This design comes from an exercise in tuning for small area and a short achievable clock period on the open sky130 flow, not from production work. Function was checked by simulation only, so behaviour that the tests miss may differ from the original. Power figures rest on the tool's default switching activity, not on a simulated workload.

==> flow/design.v (outline; a module is shown in full before it is edited, if it fits) <==
// module Top_Module: 1322 lines
// module fa: 4 lines
// module ha: 4 lines
// module pgc: 4 lines
// module gc: 3 lines
module Top_Module(
    input clk,
    input wire [31:0] Num1,
    input wire [31:0] Num2,
    output reg [31:0] out
);
  // ...
==> flow/flow/run.sh <==
#!/bin/bash
# Standard layout (the standard.sh) with two changes to how it is made:
# port buffers use buf_2 instead of the default delay-cell choice, and timing
# repair aims for a setup slack of 7.85 ns instead of 0. The clock period and
# all constraints are unchanged. Full tool output goes to standard.log.
bash standard.sh SETUP_SLACK_MARGIN=7.85 "BUFFER_PORTS_ARGS=-buffer_cell sky130_fd_sc_hd__buf_2" finish > standard.log 2>&1
==> flow/standard.sh <==
#!/bin/bash
# synth_recipe.tcl (not shown) runs the flow's synth.tcl, then flattens the netlist and writes it again
# the make line also repeats each setting of config.mk as NAME=value (left out here)
make -C /OpenROAD-flow-scripts/flow DESIGN_CONFIG=/design/flow/config.mk WORK_HOME=/design/flow/orfs CLKGATE_MAP_FILE= SYNTH_SCRIPT=/design/flow/synth_recipe.tcl "${@:-finish}"
==> flow/config.mk <==
export PLATFORM = sky130hd
export DESIGN_NAME = Top_Module
export DESIGN_NICKNAME = Top_Module
export VERILOG_FILES = /design/flow/design.v
export SDC_FILE = /design/flow/constraint.sdc
export NUM_CORES = 4
export LEC_CHECK = 0
export CAP_MARGIN = 5
export CORE_MARGIN = 2
export CORE_UTILIZATION = 55
export CTS_CLUSTER_DIAMETER = 120
export CTS_CLUSTER_SIZE = 30
export SLEW_MARGIN = 5
export SYNTH_HIERARCHICAL = 1
export SYNTH_MINIMUM_KEEP_SIZE = 0
==> flow/constraint.sdc <==
create_clock -name core_clock -period 11.0 [get_ports {clk}]
set_input_delay 2.2000 -clock core_clock [delete_from_list [all_inputs] [get_ports {clk}]]
set_output_delay 2.2000 -clock core_clock [all_outputs]
set_load 0.01 [all_outputs]
==> reports/qor_table.md, run 1 <==
| Item | Value |
|---|---|
| Critical path's slowest cell | sky130_fd_sc_hd__fa_1 |
| Worst path arrival time | 3.62 ns |
| DR DRC count | 0 |
| Share of the final layout cell area in multi-input gates | 63.6% |
| Worst setup path endpoint | p3[25] |
| Fraction of post-synthesis cell area in the top cell type by area | 25.7% |
| NonClk Buf Share | 8.06% |
| End of the worst hold path | n3 |
| Adder-cell share of the synthesized area | 31.0% |
| Clock-cell share | 1.69% |
| Number of failing hold endpoints at the final stage | 0 |
| Placed Instances | 2451 |
| Largest register by flop count | out |
| Global-route total usage across every layer | 30.5% |
| Vias in the first global route | 15800 |
| FFs & Latches | 266 |
| Fraction of synthesized area in multiplexers | 0.992% |
| Global routing met1 resource utilization | 42.8% |
| Most frequent standard cell in the layout excluding fill and tap cells | sky130_fd_sc_hd__xnor2_1 |
| Number of cells traversed by the worst register-to-register path | 11 |
| Cell count after synthesis | 1960 |
| Final estimated routing congestion in global placement | 0.843 |
| Compound-gate portion of the synthesized area | 16.3% |
| Core Rows | 71 |
| Metal-1 WL | 25.9 mm |
| TritonCTS clock tree | done |
| Outcome | timing/DRC/antenna clean |
| Uppermost routed layer | met5 |
| Routed length on met3 | 6.84 mm |
| Fill cell count | 3083 |
==> run 2: changes to the inputs <==
--- a/flow/design.v
+++ b/flow/design.v
@@ -3,31 +3,31 @@
     input wire [31:0] Num1,
     input wire [31:0] Num2,
     output reg [31:0] out
 );
     wire [24:0] be = {1'b1, Num2[22:0], 1'b0};
     reg [11:0] bo, bt, bn;         
     reg [22:0] ma;
     reg [7:0]  ea1, eb1;
-    reg        s1;
+    reg        fa1, fb1, s1;
     integer k;
     always @(posedge clk) begin
         for (k = 0; k < 12; k = k + 1) begin
             bo[k] <= be[2*k+1] ^ be[2*k];
             bt[k] <= (be[2*k+2] & ~be[2*k+1] & ~be[2*k]) | (~be[2*k+2] & be[2*k+1] & be[2*k]);
             bn[k] <= be[2*k+2];
         end
         ma  <= Num1[22:0];
         ea1 <= Num1[30:23];
         eb1 <= Num2[30:23];
+        fa1 <= (Num1[22:0] == 23'd0);
+        fb1 <= (Num2[22:0] == 23'd0);
         s1  <= Num1[31] ^ Num2[31];
     end
-    wire fa1 = (ma == 23'd0);
-    wire fb1 = ~(|bo) & ~(|bt[10:0]);
     wire zero1 = (ea1 == 8'h00);
     wire zero2 = (eb1 == 8'h00);
     wire max1  = (ea1 == 8'hFF);
     wire max2  = (eb1 == 8'hFF);
     wire inf1  = max1 & fa1;
     wire inf2  = max2 & fb1;
     wire is_nan = (max1 & ~fa1) | (max2 & ~fb1) | (inf1 & zero2) | (inf2 & zero1);
     wire is_inf = inf1 | inf2;
@@ -840,19 +840,16 @@
     ha u_h3 (.a(f239_c), .b(f241_s), .s(h3_s), .co(h3_c));
     wire f242_s = ~(ma[22] ^ pp_11_24);
     wire f242_c = ma[22] | pp_11_24;
     wire f243_s, f243_c;
     fa u_f243 (.a(f242_s), .b(f241_c), .c(h3_c), .s(f243_s), .co(f243_c));
     wire f244_s = ~(sn_11 ^ f242_c);
     wire f244_c = sn_11 | f242_c;
     wire [8:0] lsum = {1'b0, h2_s, f6_s, f3_s, f1_s, h0_s, f0_s, pp_0_1, bn[0]} + {1'b0, f6_c, 1'b0, 1'b0, h1_s, f0_c, 1'b0, 1'b0, pp_0_0};
-    wire [7:0] lx = {h2_s, f6_s, f3_s, f1_s, h0_s, f0_s, pp_0_1, bn[0]};
-    wire [7:0] ly = {f6_c, 1'b0, 1'b0, h1_s, f0_c, 1'b0, 1'b0, pp_0_0};
-    wire lsz = (lx[0] ^ ly[0]) | (|((lx[7:1] ^ ly[7:1]) ^ (lx[6:0] | ly[6:0])));
     reg q8_0, q8_1, q8_2, q9_0, q9_1, q10_0, q10_1, q11_0, q11_1, q12_0, q12_1, q13_0, q13_1, q14_0, q14_1, q15_0, q15_1, q16_0, q16_1, q17_0, q17_1, q18_0, q18_1, q19_0, q19_1, q19_2, q19_3, q20_0, q20_1, q20_2, q21_0, q21_1, q21_2, q22_0, q22_1, q22_2, q23_0, q23_1, q23_2, q24_0, q24_1, q24_2, q24_3, q25_0, q25_1, q25_2, q26_0, q26_1, q26_2, q27_0, q27_1, q27_2, q27_3, q28_0, q28_1, q28_2, q29_0, q29_1, q29_2, q29_3, q30_0, q30_1, q30_2, q31_0, q31_1, q31_2, q31_3, q32_0, q32_1, q32_2, q33_0, q33_1, q34_0, q34_1, q35_0, q35_1, q35_2, q36_0, q36_1, q37_0, q37_1, q37_2, q38_0, q38_1, q39_0, q39_1, q39_2, q40_0, q40_1, q41_0, q42_0, q42_1, q42_2, q43_0, q44_0, q44_1, q44_2, q45_0, q45_1, q46_0, q47_0, q47_1;
     reg        s2, n2;
     reg [9:0]  x2;
     reg        lc2, ls2;
     always @(posedge clk) begin
         q8_0 <= f10_s;
         q8_1 <= f11_s;
         q8_2 <= f9_s;
@@ -951,17 +948,17 @@
         q44_1 <= f240_s;
         q44_2 <= f238_c;
         q45_0 <= h3_s;
         q45_1 <= f240_c;
         q46_0 <= f243_s;
         q47_0 <= f244_s;
         q47_1 <= f243_c;
         lc2 <= lsum[8];
-        ls2 <= lsz;
+        ls2 <= |lsum[7:0];
         s2 <= s1 & ~is_nan;
         n2 <= is_nan;
         x2 <= e2;
     end
     wire mf245_s, mf245_c;
     fa u_mf245 (.a(q8_0), .b(q8_1), .c(q8_2), .s(mf245_s), .co(mf245_c));
     wire mh4_s, mh4_c;
     ha u_mh4 (.a(q9_0), .b(q9_1), .s(mh4_s), .co(mh4_c));
==> reports/qor_table.md, run 2 <==
| Item | Value | vs previous |
|---|---|---|
| Kind of critical path | flip-flop to flip-flop |  |
| Cell with the most instances after synthesis | sky130_fd_sc_hd__xnor2_1 |  |
| Detailed placer's ending HPWL | 36.5 mm |  |
| Total I/O pin count | 97 |  |
| Placed Instances | 2461 | +0.41% |
| Count of input and output buffers | 96 |  |
| Crit path buffers/inverters | 1 |  |
| R2R Setup Slk | 7.81 ns |  |
| Drt first-iter violations | 1498 |  |
| Via count of the routed design | 15200 |  |
| CP endpoint kind | flip-flop |  |
| Syn_area_per_cell | 10.7 µm² |  |
| Critical path fanouts, max | 13 |  |
| Die Ht | 198 µm |  |
| Setup tns final | 0 ns |  |
| Highest-count cells in the layout ignoring fill and taps | sky130_fd_sc_hd__xnor2_1 (283), sky130_fd_sc_hd__a22oi_1 (261), sky130_fd_sc_hd__fa_1 (254) |  |
| Global-route wire length before repair | 90.3 mm |  |
| Wire length per cell | 23.3 µm |  |
| Number of levels in the clock H-tree | 1 |  |
| Final estimated routing congestion in global placement | 0.881 | +4.6% |
| Cell Area, Placed | 21700 µm² |  |
| Number of synthesized flops with an enable pin | 0 |  |
| Synth area leaders | sky130_fd_sc_hd__dfxtp_1 (26%), sky130_fd_sc_hd__fa_1 (26%), sky130_fd_sc_hd__xnor2_1 (12%) |  |
| Post-route total power | 0.00784 W |  |
| Routed length on met3 | 6.05 mm | -12% |
| Number of buffers created by CTS | 14 |  |
| Number of maximum-capacitance violations | 0 |  |
| Area of the core region | 37400 µm² |  |
| Outcome | timing/DRC/antenna clean |  |
| Max reg flops | 32 |  |
| Shortest period the worst path allows | 3.19 ns |  |
| Kind of cell adding the most delay to the critical path | adder cells |  |
| Worst Clk Skew | 0.0366 ns |  |
| Cells along the critical path | buf_12 > a22oi_1 > xnor2_1 > fa_1 > fa_1 > ha_4 > ha_4 > nor3_2 > a211oi_2 > nor3_1 > nor2_1 > nor4_2 > nand3_1 |  |
| DR DRC count | 0 | unchanged |
| Finish-stage setup viols | 0 |  |
| Maximum cell stage delay along the critical path | 0.55 ns |  |
| Total iterations of the first detailed-routing run | 7 |  |
| Proportion of layout cells with a drive suffix above 1 | 15.8% |  |
| Critical path's slowest cell | sky130_fd_sc_hd__fa_1 |  |
| Measured slew at the worst slew-check pin | 0.608 ns |  |
| Number of failing hold endpoints at the final stage | 0 | unchanged |
| Registers with the most flip-flops | out x32, p3 x26, ma x23 |  |
| Maximum clock insertion buffer count | 3 |  |
| Part of the Yosys area used for sequential elements | 25.8% |  |
| Vias per std cell | 6.04 |  |
| Final Hold Slack | 0.337 ns |  |
| Final std cells w/o fill | 2514 |  |
| Net total in the final layout | 2417 |  |
| Metal-1 WL | 24.3 mm | -5.9% |
| Library cell used as clock root buffer | sky130_fd_sc_hd__clkbuf_16 |  |
| IR drop worst, VDD | 0.000266 V |  |
| Uppermost routed layer | met4 |  |
| Async SR Flop Fraction | 0% |  |
| Library cell with the largest summed area after synthesis | sky130_fd_sc_hd__dfxtp_1 |  |
| Horizontal die dimension | 198 µm |  |
| Flops & latches, synth | 268 |  |
| Most frequent standard cell in the layout excluding fill and tap cells | sky130_fd_sc_hd__xnor2_1 |  |
| P per Cell Area | 334 nW/µm² |  |
| RSZ-0062 raised after global routing | yes |  |
| Maximum number of pins on one net before global-route repair | 31 |  |
| TritonCTS clock tree | done |  |
| Ranking of synthesized cells by instance count | sky130_fd_sc_hd__xnor2_1 (286), sky130_fd_sc_hd__dfxtp_1 (268), sky130_fd_sc_hd__fa_1 (267), sky130_fd_sc_hd__a22oi_1 (265), sky130_fd_sc_hd__clkbuf_1 (119) |  |
| Antenna violations before repair | 0 |  |
| Core Rows | 71 | unchanged |
| Syn. warnings | 7 |  |
| Global-route total usage across every layer | 29.9% | -0.58 points |
| Aggregate global routing overflow | 0 |  |
| Worst max-slew margin expressed relative to the limit | 59.4% |  |
| Antenna viol nets, final | 0 |  |
| Worst-Skew Late Latency | 0.53 ns |  |
| Worst path arrival time | 3.60 ns | -0.02 ns |
| Pins Over Slew Limit | 0 |  |
| Maximum operating frequency | 0.314 GHz |  |
| Cell count after synthesis | 1941 | -0.97% |
| Total inserted antenna cells | 0 |  |
| Hold WC Path Type | flip-flop to flip-flop |  |
| Cell area after synthesis | 20800 µm² |  |
| Total met2 wirelength after detailed routing | 26.1 mm |  |
| Crit path required time | 11.41 ns |  |
| Kind of start point of the critical path | flip-flop |  |
| Clock Pin Slew Worst Setup and Hold Paths | 0.10 ns |  |
| Initial Util | 55.5% |  |
| Fraction of post-synthesis cell area in the top cell type by area | 25.8% | +0.15 points |
| Share of the cycle needed by the critical path after routing | 29.0% |  |
| Most frequently used flop master after synthesis | sky130_fd_sc_hd__dfxtp_1 |  |
| Area growth from synthesis to layout | 13.1% |  |
| Vias in the first global route | 15900 | +1.1% |
| Number of clock sinks seen by CTS | 268 |  |
| Leakage power | 9.68 nW |  |
| Number of distinct standard cells referenced by the synthesized netlist | 62 |  |
| Total wire length after detailed routing | 58.6 mm |  |
| Area enclosed by the die boundary | 39300 µm² |  |
| Largest register by flop count | out |  |
| Design Area, Final | 23500 µm² |  |
-- run 2: changes by cell type after synthesis, sizes merged, moves of 3 or more --
cell    change
nand4       +3
a21oi       -3
nor4        +5
xnor2       +4
buf         -4
o31ai       +3
o21ai       +4
or4         -4
nor3        +3
clkbuf     -31
xor2        -3
a311oi      -4
a31oi       +3
mux2        +4
-- run 2: per-layer routing --
| layer | up-vias | global-route usage [%] |
|---|---|---|
| met5 | - | 0.255 |
| met4 | 0 | 11.7 |
| met3 | 168 | 7.73 |
| met2 | 843 | 46.9 |
| met1 | 7433 | 39.6 |
| li1 | 6743 | - |
-- run 2: per-stage QoR --
step                setup slack, ns  utilization (%)
floorplan                      7.77                -
global placement               7.03             58.1
detailed placement             6.90             58.1
CTS                            7.75             61.4
global route                   7.69             62.8
finish                         7.81             62.8
-- run 2: final cells by class --
class                   count  area (µm²)
flip-flops and latches    268        5470
well taps                 511         639
clock buffers              15         375
fillers                  3097       13900
repair buffers            173        1680
clock inverters             5        95.1
multi-input cells        1473       15000
inverters                  69         263
-- run 2: timing repair --
action / 4_1_cts / 5_1_grt
pin swaps: 22 / 29
cloned: 9 / 4
resized for setup: 110 / 101
hold buffers: 0 / 0
setup endpoints to repair: 147 / 90
endpoints found under the hold margin: 0 / 0
setup buffers: 11 / 9
-- run 2: logic make-up after synthesis --
kind of cell	count (synthesis)	share of synthesized area [%]
other cells	2	0.0362
flops	268	25.8
mux	24	1.28
fa+ha+maj	353	30.9
xor+xnor	348	14.7
buf+inv	220	4.05
compound gates	475	16.5
simple gates	251	6.72
-- run 2: worst paths after layout --
check | from | cells past startpoint | to
max | ma[5] | 13 | ls2
min | n2 | 0 | n3
max reg2reg | ma[5] | 13 | ls2
min reg2reg | n2 | 0 | n3
-- run 2: Yosys stat by module (local to each module, per instance) --
module	area, µm²	flip-flops and latches	cells inside
Top_Module	14100	268	1501
ha	12.5	0	1
pgc	13.8	0	2
gc	7.51	0	1
fa	20.0	0	1
-- run 2: power breakdown --
group | switching [W] | internal [W]
combinational | 0.00280 | 0.00276
clock | 0.000346 | 0.000286
sequential | 0.000238 | 0.00141
total | 0.00338 | 0.00446
==> run 3: changes to the inputs <==
--- a/flow/config.mk
+++ b/flow/config.mk
@@ -5,11 +5,11 @@
 export SDC_FILE = /design/flow/constraint.sdc
 export NUM_CORES = 4
 export LEC_CHECK = 0
-export CAP_MARGIN = 5
+export CAP_MARGIN = 20
 export CORE_MARGIN = 2
 export CORE_UTILIZATION = 55
 export CTS_CLUSTER_DIAMETER = 120
 export CTS_CLUSTER_SIZE = 30
-export SLEW_MARGIN = 5
+export SLEW_MARGIN = 20
 export SYNTH_HIERARCHICAL = 1
 export SYNTH_MINIMUM_KEEP_SIZE = 0
==> reports/qor_table.md, run 3 <==
| Item | Value | vs previous |
|---|---|---|
| Cell count after synthesis | 1941 | unchanged |
| Horizontal die dimension | 198 µm | unchanged |
| XOR/XNOR share of the synthesized area | 14.7% | unchanged |
| Flops & latches, synth | 268 | unchanged |
| Total wire length after detailed routing | 58.2 mm | -0.75% |
| Global-route total usage across every layer | 29.7% | -0.17 points |
| Launch point of the worst reg-to-reg path | ma[6] |  |
| Kind of start point of the critical path | flip-flop |  |
| IR drop worst, VDD | 0.000222 V | -16% |
| Number of clock sinks seen by CTS | 268 | unchanged |
| Most frequent standard cell in the layout excluding fill and tap cells | sky130_fd_sc_hd__xnor2_1 |  |
| Fraction of post-synthesis cell area in the top cell type by area | 25.8% | unchanged |
| Highest-count cells in the layout ignoring fill and taps | sky130_fd_sc_hd__xnor2_1 (283), sky130_fd_sc_hd__a22oi_1 (260), sky130_fd_sc_hd__fa_1 (256) |  |
| Vias per std cell | 6.11 | +1.1% |
| Total I/O pin count | 97 | unchanged |
| Shortest period the worst path allows | 3.20 ns | +0.0123 ns |
| Pins Over Slew Limit | 0 | unchanged |
| CP endpoint kind | flip-flop |  |
| Total inserted antenna cells | 0 | unchanged |
| Antenna violations before repair | 2 | +2 |
| Count of hold-fix buffers inserted at cts | 0 | unchanged |
| Critical path fanouts, max | 13 | unchanged |
| Number of distinct standard cells referenced by the synthesized netlist | 62 | unchanged |
| Max reg flops | 32 | unchanged |
| Area of the core region | 37400 µm² | unchanged |
| Kind of critical path | flip-flop to flip-flop |  |
| Number of cells traversed by the worst register-to-register path | 13 | unchanged |
| Antenna viol nets, final | 0 | unchanged |
| Syn. warnings | 7 | unchanged |
| Count of input and output buffers | 96 | unchanged |
| Cell Area, Placed | 21700 µm² | about the same |
| Synth area leaders | sky130_fd_sc_hd__dfxtp_1 (26%), sky130_fd_sc_hd__fa_1 (26%), sky130_fd_sc_hd__xnor2_1 (12%) |  |
| DR DRC count | 0 | unchanged |
| Ranking of synthesized cells by instance count | sky130_fd_sc_hd__xnor2_1 (286), sky130_fd_sc_hd__dfxtp_1 (268), sky130_fd_sc_hd__fa_1 (267), sky130_fd_sc_hd__a22oi_1 (265), sky130_fd_sc_hd__clkbuf_1 (119) |  |
| Cell with the most instances after synthesis | sky130_fd_sc_hd__xnor2_1 |  |
| Worst Clk Skew | 0.0177 ns | -0.0189 ns |
| Adder-cell share of the synthesized area | 30.9% | unchanged |
| Part of the Yosys area used for sequential elements | 25.8% | unchanged |
| Maximum operating frequency | 0.313 GHz | -0.39% |
| Final Core Density | 62.4% | -0.46 points |
| P per Cell Area | 331 nW/µm² | -0.77% |
| Wire length per cell | 23.2 µm | -0.47% |
| TritonCTS clock tree | done |  |
| RSZ-0062 raised after global routing | yes |  |
| Drt first-iter violations | 1341 | -10% |
| Number of synthesized flops with an enable pin | 0 | unchanged |
| Area enclosed by the die boundary | 39300 µm² | unchanged |
| Number of buffers created by CTS | 13 | -1 |
| Clock Pin Slew Worst Setup and Hold Paths | 0.10 ns | about the same |
| Initial Util | 55.5% | unchanged |
| Worst max-slew margin expressed relative to the limit | 59.8% | +0.35 points |
| Detailed placer's ending HPWL | 36.6 mm | +0.21% |
| Setup tns final | 0 ns | unchanged |
| Number of maximum-capacitance violations | 0 | unchanged |
| Core Rows | 71 | unchanged |
| Reg2Reg Capture Point | ls2 |  |
| Design Area, Final | 23300 µm² | -0.72% |
| Maximum number of pins on one net before global-route repair | 31 | unchanged |
| R2R Setup Slk | 7.80 ns | about the same |
| Hold WC Path Type | flip-flop to flip-flop |  |
| Compound-gate portion of the synthesized area | 16.5% | unchanged |
| Number of failing hold endpoints at the final stage | 0 | unchanged |
| Aggregate global routing overflow | 0 | unchanged |
| Launch point of the critical path | ma[6] |  |
| Proportion of layout cells with a drive suffix above 1 | 15.5% | -0.35 points |
| Async SR Flop Fraction | 0% | unchanged |
| Library cell with the largest summed area after synthesis | sky130_fd_sc_hd__dfxtp_1 |  |
| Die Ht | 198 µm | unchanged |
| Finish-stage setup viols | 0 | unchanged |
| Area growth from synthesis to layout | 12.3% |  |
| Worst-Skew Late Latency | 0.51 ns | -0.02 ns |
| Cell area after synthesis | 20800 µm² | unchanged |
| Maximum clock insertion buffer count | 3 | unchanged |
| Leakage power | 9.60 nW | -0.83% |
| Worst setup path endpoint | ls2 |  |
| Largest register by flop count | out |  |
| Outcome | timing/DRC/antenna clean |  |
| Via count of the routed design | 15300 | +0.80% |
| Final estimated routing congestion in global placement | 0.881 | unchanged |
| Syn_area_per_cell | 10.7 µm² | unchanged |
| Share of the cycle needed by the critical path after routing | 29.1% | +0.11 points |
| Crit path required time | 11.39 ns | -0.02 ns |
| Fraction of synthesized area in multiplexers | 1.28% | unchanged |
| Number of levels in the clock H-tree | 1 | unchanged |
| Fill cell count | 3107 | +0.32% |
| Measured slew at the worst slew-check pin | 0.603 ns | -0.00532 ns |
| Net total in the final layout | 2413 | -0.17% |
| Library cell used as clock root buffer | sky130_fd_sc_hd__clkbuf_16 |  |
| Largest family of logic cells by synthesized area | adder cells |  |
| Worst Hold Depth | 0 | unchanged |
| Registers with the most flip-flops | out x32, p3 x26, ma x23 |  |
| Worst path arrival time | 3.58 ns | -0.02 ns |
| Most frequently used flop master after synthesis | sky130_fd_sc_hd__dfxtp_1 |  |
| Total iterations of the first detailed-routing run | 6 | -1 |
| Vias in the first global route | 15700 | -1.1% |
| Post-synthesis share of cell area spent on and, or, nand and nor gates | 6.72% | unchanged |
| Global-route wire length before repair | 89.7 mm | -0.64% |
## run 3: worst min path at each step
stage	end	slack [ns]	start
after floorplan	n3	0.31	n2
after global placement	s3	0.31	s2
after detailed placement	n3	0.31	n2
after CTS	n3	0.34	n2
after global routing	n3	0.35	n2
final	n3	0.34	n2
## run 3: per-layer routing
layer / up-vias / wire length (µm) / track usage (%)
li1: 6739 / - / -
met1: 7527 / 24400 / 40.2
met2: 874 / 26100 / 46.7
met3: 163 / 5720 / 7.32
met4: 6 / 1910 / 10.1
met5: - / 54 / 0.511
## run 3: layout make-up
type | count | area (µm²) | area share (%)
Tap cell | 511 | 639 | 2.74
Sequential cell | 268 | 5460 | 23.4
Inverter | 69 | 263 | 1.13
Timing Repair Buffer | 170 | 1610 | 6.90
Multi-Input combinational cell | 1473 | 15000 | 64.2
Clock buffer | 14 | 339 | 1.45
Clock inverter | 2 | 32.5 | 0.139
## run 3: report_power, final
group	internal [W]	leakage (nW)	total [W]	switching, W
combinational	0.00273	7.15	0.00553	0.00279
sequential	0.00141	2.26	0.00165	0.000235
clock	0.000230	0.182	0.000551	0.000320
total	0.00438	9.60	0.00772	0.00335
## run 3: per-module statistics from Yosys (local to each module, per instance)
module      cells  area [µm²]  times used  flops+latches
fa              1        20.0         266              0
ha              1        12.5          20              0
gc              1        7.51          38              0
pgc             2        13.8          58              0
Top_Module   1501       14100           1            268
## run 3: critical path, cell delays in order, from the launching register on
cell                       delay [ns]
sky130_fd_sc_hd__dfxtp_4         0.38
sky130_fd_sc_hd__buf_12          0.17
sky130_fd_sc_hd__a22oi_2         0.19
sky130_fd_sc_hd__xnor2_1         0.11
sky130_fd_sc_hd__fa_1            0.56
sky130_fd_sc_hd__fa_1            0.46
sky130_fd_sc_hd__ha_4            0.30
sky130_fd_sc_hd__ha_4            0.20
sky130_fd_sc_hd__nor3_2          0.14
sky130_fd_sc_hd__a211oi_2        0.08
sky130_fd_sc_hd__nor3_1          0.19
sky130_fd_sc_hd__nor2_1          0.08
sky130_fd_sc_hd__nor4_2          0.13
sky130_fd_sc_hd__nand3_1         0.09
## run 3: repair_timing
action | CTS | global route
setup buffers | 12 | 7
gates cloned | 9 | 2
endpoints found under the setup margin | 136 | 95
gates resized for setup | 107 | 96
pin swaps | 21 | 22
## run 3: kinds of logic (layout without fill, tap and decap cells)
family,Yosys count,in the layout
AOI/OAI and AO/OA,475,475
xor gates and xnor gates,348,348
adders and majority gates,353,353
buffers and inverters,220,255
DFF,268,268
muxes,24,24
other,2,20
and+or+nand+nor,251,253
## run 3: metrics by stage
step	setup WS (ns)	total power, W	cells	hold slack, ns
2_1_floorplan	7.77	0.00525	1959	0.310
3_3_place_gp	7.03	0.00645	2461	0.315
3_5_place_dp	6.90	0.00652	2461	0.312
4_1_cts	7.76	0.00747	2498	0.337
5_1_grt	7.68	0.00850	2507	0.347
6_report	7.80	0.00772	2507	0.336

-- port drivers added, routing unchanged --
The flow's constraints put no driver on any port. The routed layouts listed below were extracted and timed again, unchanged, in two steps. Step 1: set_driving_cell puts a clkbuf_16 on clk and a buf_2 on each other input, an assumption about the parent block. Step 2, shift: input delay + t, output delay - t, t = (earliest + latest rising clock arrival at the registers) / 2. This alone moves slack from input paths to output paths. a / b / c = ideal ports / drivers / drivers and shift; a / b = the first two.
run	t (ns)	slack for setup (ns)	hold slack, ns
run 1	0.575	7.812 / 7.766 / 7.812	0.334 / 0.334 / 0.334
run 2	0.573	7.814 / 7.780 / 7.480	0.337 / 0.337 / 0.337
run 3	0.559	7.802 / 7.789 / 7.437	0.336 / 0.336 / 0.336
After both steps setup and hold are still met in every run listed. The setup slack of run 3, which loses most, moves by -0.013 ns with the drivers and by -0.365 ns with both steps.
